Source: an optimization exercise on an open RTL-to-GDS flow (aim: small area and a short achievable clock period). Production flows keep margins and buffers that such runs may drop. Only simulation tests tie the RTL to the original design; equivalence was not proved.

[design/flow/design.v]
module ALU(
    input logic CLK,
    input logic RST,
    input logic ACT,
    input logic[3:0]  OP,
    input logic[1:0]  MOVI,
    input logic[31:0] REG_A,
    input logic[31:0] REG_B,
    input logic[31:0] MEM,
    input logic[31:0] IMM,
    output logic[31:0] DATA,
    output logic       RDY,
    output logic       VLD
);
    typedef enum logic [1:0] {
        INIT,
        FIRST_STAGE,
        MUL_FIRST_STAGE,
        MUL_SECOND_STAGE
    } state_type;
    state_type state_curr;
    state_type state_next;
    logic[31:0] operand_A;
    logic[31:0] operand_B;
    logic[31:0] norm_res;
    logic[31:0] norm_reg;
    logic[63:0] mult_res;
    logic       mult_req;
    always_comb begin
        case (state_curr)
            INIT:
                if (ACT) begin
                    if (mult_req)
                        state_next = MUL_FIRST_STAGE;
                    else
                        state_next = FIRST_STAGE;
                end else
                     state_next = INIT;
            FIRST_STAGE:      state_next = INIT;
            MUL_FIRST_STAGE:  state_next = MUL_SECOND_STAGE;
            MUL_SECOND_STAGE: state_next = INIT;
        endcase
    end
    always_ff @(posedge CLK) begin
        if (RST) begin
            state_curr  <= INIT;
        end else begin
            state_curr <= state_next;
            if (state_next == MUL_FIRST_STAGE)
                mult_res <= operand_A * operand_B;
            if (state_next == FIRST_STAGE)
                norm_reg <= norm_res;
        end
    end
    always_comb begin
        case (state_curr)
            INIT:             DATA = 32'b0;
            FIRST_STAGE:      DATA = norm_reg;
            MUL_FIRST_STAGE:  DATA = mult_res[31:0];
            MUL_SECOND_STAGE: DATA = mult_res[63:32];
        endcase
    end
    assign operand_A = REG_A;
    assign VLD = (state_curr != INIT) & ~RST;
    assign RDY = state_curr == INIT;
    always_comb begin
        case (MOVI)
            2'b00:   operand_B = REG_B;
            2'b01:   operand_B = MEM;
            2'b10:   operand_B = IMM;
            default: operand_B = '0;
        endcase
    end
    always_comb begin
        norm_res = 32'b0;
        mult_req = 0;
        if (RDY) begin
            case (OP)
                4'b0000: norm_res = operand_A + operand_B;             
                4'b0001: norm_res = operand_A - operand_B;             
                4'b0010: mult_req = 1;                                 
                4'b0011: norm_res = {1'b0, operand_B[31:1]};           
                4'b0100: norm_res = {operand_B[30:0], 1'b0};           
                4'b0101: norm_res = {operand_B[0], operand_B[31:1]};   
                4'b0110: norm_res = {operand_B[30:0], operand_B[31]};  
                4'b0111: norm_res = ~operand_B;                        
                4'b1000: norm_res = operand_A & operand_B;             
                4'b1001: norm_res = operand_A | operand_B;             
                4'b1010: norm_res = operand_A ^ operand_B;             
                4'b1011: norm_res = ~(operand_A & operand_B);          
                4'b1100: norm_res = ~(operand_A | operand_B);          
                4'b1101: norm_res = ~(operand_A ^ operand_B);          
                4'b1110: norm_res = operand_B + 1;                     
                4'b1111: norm_res = operand_B - 1;                     
            endcase
        end
    end
endmodule
[design/flow/run.sh]
#!/bin/bash
# synth_recipe.tcl (not shown) runs the flow's synth.tcl, then flattens the netlist and writes it again
# the make line also repeats each setting of config.mk as NAME=value (left out here)
make -C /OpenROAD-flow-scripts/flow DESIGN_CONFIG=/design/flow/config.mk WORK_HOME=/design/flow/orfs CLKGATE_MAP_FILE= SYNTH_SCRIPT=/design/flow/synth_recipe.tcl finish
[design/flow/config.mk]
export PLATFORM = sky130hd
export DESIGN_NAME = ALU
export DESIGN_NICKNAME = ALU
export VERILOG_FILES = /design/flow/design.v
export SDC_FILE = /design/flow/constraint.sdc
export NUM_CORES = 4
export LEC_CHECK = 0
export CAP_MARGIN = 20
export CORE_MARGIN = 2
export CORE_UTILIZATION = 40
export SLEW_MARGIN = 20
[design/flow/constraint.sdc]
create_clock -name core_clock -period 10.5 [get_ports {CLK}]
set_input_delay 2.1000 -clock core_clock [delete_from_list [all_inputs] [get_ports {CLK}]]
set_output_delay 2.1000 -clock core_clock [all_outputs]
set_load 0.01 [all_outputs]
==> run summary <==
status=no timing/DRC/antenna violations; launching point of the worst reg2reg path=state_curr[1]$_SDFF_PP0_; io pins=171; Reg clk slew, reported paths=0.07 ns; asr flop ratio synth=0%; clock latency on the worst-skew pair=0.36 ns; nets=6954; CTS Sinks=98; number of fill cells=10.7k; EDFF count, synth=96; Hold Path Depth=3; mean area per synthesized cell=8.48 sq um; R2R depth=5; GRT Util Overall=32.7%; RSZ-0062 raised after global routing=no; most instantiated cells after synthesis=955 x inv_1, 897 x fa_1, 745 x nor2_1; Crit Path Class=primary input to flip-flop; CTS root buffer=clkbuf_16; count leader, synth=inv_1; largest net degree at the start of global routing=61; DR iter-0 viols=3817; Post-Place Cells=6927; vias in the first global route=40.2k; Synth Net Count=6587; share of the synthesized area in the top cell type=41.0%; initial core utilization=40.3%; hold_buf cts=0; Clock Skews=0.00481 ns; DRC violations left=0; core region area=0.109 sq mm; crit-path most repeated cell=fa_1; area of the die=0.112 sq mm; GRT Residual Overflow=0; Startpoint Class=primary input; setup TNS=0 ns; CP Capture Type=flip-flop; worst min-delay path class=flip-flop to flip-flop; Non-Filler Instances=6951; DR vias/cell=5.66; via count=39.3k; Horiz. Die Dim=335 um; DP HPWL=153000 um; Period minus WS final=10.20 ns; Netlist Area Pre-Place=0.0438 sq mm; drt total wl=182000 um; # rows=121; max reg flops=64; Num CTS Buffers=9; die height=335 um; wire per inst=26.2 um; first-pass GRT wire length=267000 um; Crit. Startpoint=MEM[19]; # setup viols final=0; fmax=98.1 MHz; register area share after synthesis=6.68%; yosys warns=1; Setup crit end=mult_res[60]$_DFFE_PP_; Slew headroom=27.1%; multi-input logic area=0.0362 sq mm; P&R area growth vs syn=16.4%; Arrival @ worst endpoint=10.31 ns; FF+latch count, synth=98; Max Cap Viol=0; share of layout cells above drive strength 1=11.2%; IO buf count=170; WP data required=10.62 ns; routability cong.=1.03; register area=0.00292 sq mm; Max stage delay on crit path=0.58 ns; CP Max Fanout=10; worst reg2reg endpoint=mult_res[28]$_DFFE_PP_; router iterations before antenna repair=10; clk buf depth=2; dominant cell type by area after synthesis=fa_1; max-slew violations=0; Antenna Nets Post-Route=0; Hold Fails Final Rpt=0; CTS tree=built; ys flop type=edfxtp_1; reg2reg setup slack=7.27 ns; H-tree levels=3; Worst-Margin Slew=1.09 ns; Netlist cell types=84; Slowest cell on crit path=fa_1; Area contributors post-synth=fa_1 41%, ha_1 11%, inv_1 8.2%; Mapped Cells=5161; period utilisation layout=97.1%; initial antenna violation count=7
cells in the final DEF (no fill, tap or decap), types with 27 or more instances in the layout:
cell / synthesis / final
a211oi_1: 32 / 32
xnor2_1: 110 / 110
o22ai_1: 27 / 27
nor3_1: 32 / 30
clkdlybuf4s50_1: 0 / 164
mux2_2: 33 / 33
a22o_1: 33 / 33
a21oi_1: 186 / 184
xor2_1: 31 / 31
inv_1: 955 / 953
nand3_1: 32 / 32
nand2_1: 575 / 575
buf_12: 0 / 53
o21ai_0: 165 / 147
nor2_1: 745 / 744
a221oi_1: 29 / 29
edfxtp_1: 96 / 96
ha_1: 392 / 392
buf_4: 0 / 444
a21o_1: 55 / 55
fa_1: 897 / 897
mux2i_1: 56 / 56
through the flow:
stage / setup slack [ns] / hold slack (ns) / utilization, % / instance area, sq um
after floorplan: 0.0117 / 0.598 / - / 43800
after global placement: -0.117 / 0.766 / 46.5 / 50600
after detailed placement: -0.195 / 0.760 / 46.5 / 50600
after CTS: 0.152 / 0.770 / 46.8 / 50900
after global routing: 0.0490 / 0.827 / 46.9 / 51000
final: 0.303 / 0.786 / 46.9 / 51000
logic make-up (layout without fill, tap and decap cells):
family          count (synthesis)  in the layout  share of synthesized area (%)
other cells                     0              4                              0
buf+inv                      1294           1666                           11.1
simple gates                 1502           1502                           13.9
flops                          98             98                           6.68
mux                            90             90                           2.18
compound gates                747            747                           11.1
fa+ha+maj                    1289           1289                           52.2
xor+xnor                      141            141                           2.82
timing repair:
item,4_1_cts,5_1_grt
resized for setup,0,11
setup buffers,0,2
endpoints found under the setup margin,0,5
worst max-delay path: cells and delay by family:
kind	cells	cell delay, ns
buffers and inverters	8	1.60
muxes	1	0.12
AOI/OAI and AO/OA	10	2.02
adders and majority gates	9	4.27
and+or+nand+nor	2	0.16
routing by layer:
layer / vias to the layer above / wire, um / GRT usage (%)
met2: 2006 / 81300 / 51.4
met3: 490 / 15500 / 5.17
li1: 16900 / - / -
met5: - / 60 / 0
met4: 10 / 13500 / 18.6
met1: 20000 / 72100 / 42.9
layout make-up:
| class | instances | share of cell area, % |
|---|---|---|
| inverters | 978 | 7.22 |
| well taps | 1414 | 3.47 |
| clock buffers | 10 | 0.449 |
| clock inverters | 6 | 0.0982 |
| multi-input cells | 3769 | 71.0 |
| flip-flops and latches | 98 | 5.74 |
| repair buffers | 672 | 12.0 |
| diodes | 4 | 0.0196 |
worst min-delay path by stage:
stage / from / endpoint / slack, ns
floorplan: state_curr[1]$_SDFF_PP0_ / state_curr[0]$_SDFF_PP0_ / 0.60
global placement: state_curr[1]$_SDFF_PP0_ / state_curr[0]$_SDFF_PP0_ / 0.77
detailed placement: state_curr[1]$_SDFF_PP0_ / state_curr[0]$_SDFF_PP0_ / 0.76
CTS: state_curr[1]$_SDFF_PP0_ / state_curr[0]$_SDFF_PP0_ / 0.77
global route: state_curr[1]$_SDFF_PP0_ / state_curr[0]$_SDFF_PP0_ / 0.83
finish: state_curr[1]$_SDFF_PP0_ / state_curr[0]$_SDFF_PP0_ / 0.79

port drivers added, routing unchanged:
The flow's constraints put no driver on any port. The routed layout listed below was extracted and timed again, unchanged, in two steps. Step 1 assumes that a clkbuf_16 drives the clock port and a buf_2 every other input. Step 2, shift: input delay + t, output delay - t, t = (earliest + latest rising clock arrival at the registers) / 2. This alone moves slack from input paths to output paths. Three values: ideal ports, drivers, drivers and shift; two values: the first two.
t (ns): 0.408
slack for setup (ns): 0.303 / 0.321 / -0.087
clock arrival spread, ns: 0.009 / 0.009
cell pins on the clock port's net: 1
With both steps, setup timing fails in this run, where it was met with ideal ports. The setup slack of this run moves by +0.018 ns with the drivers and by -0.390 ns with both steps.
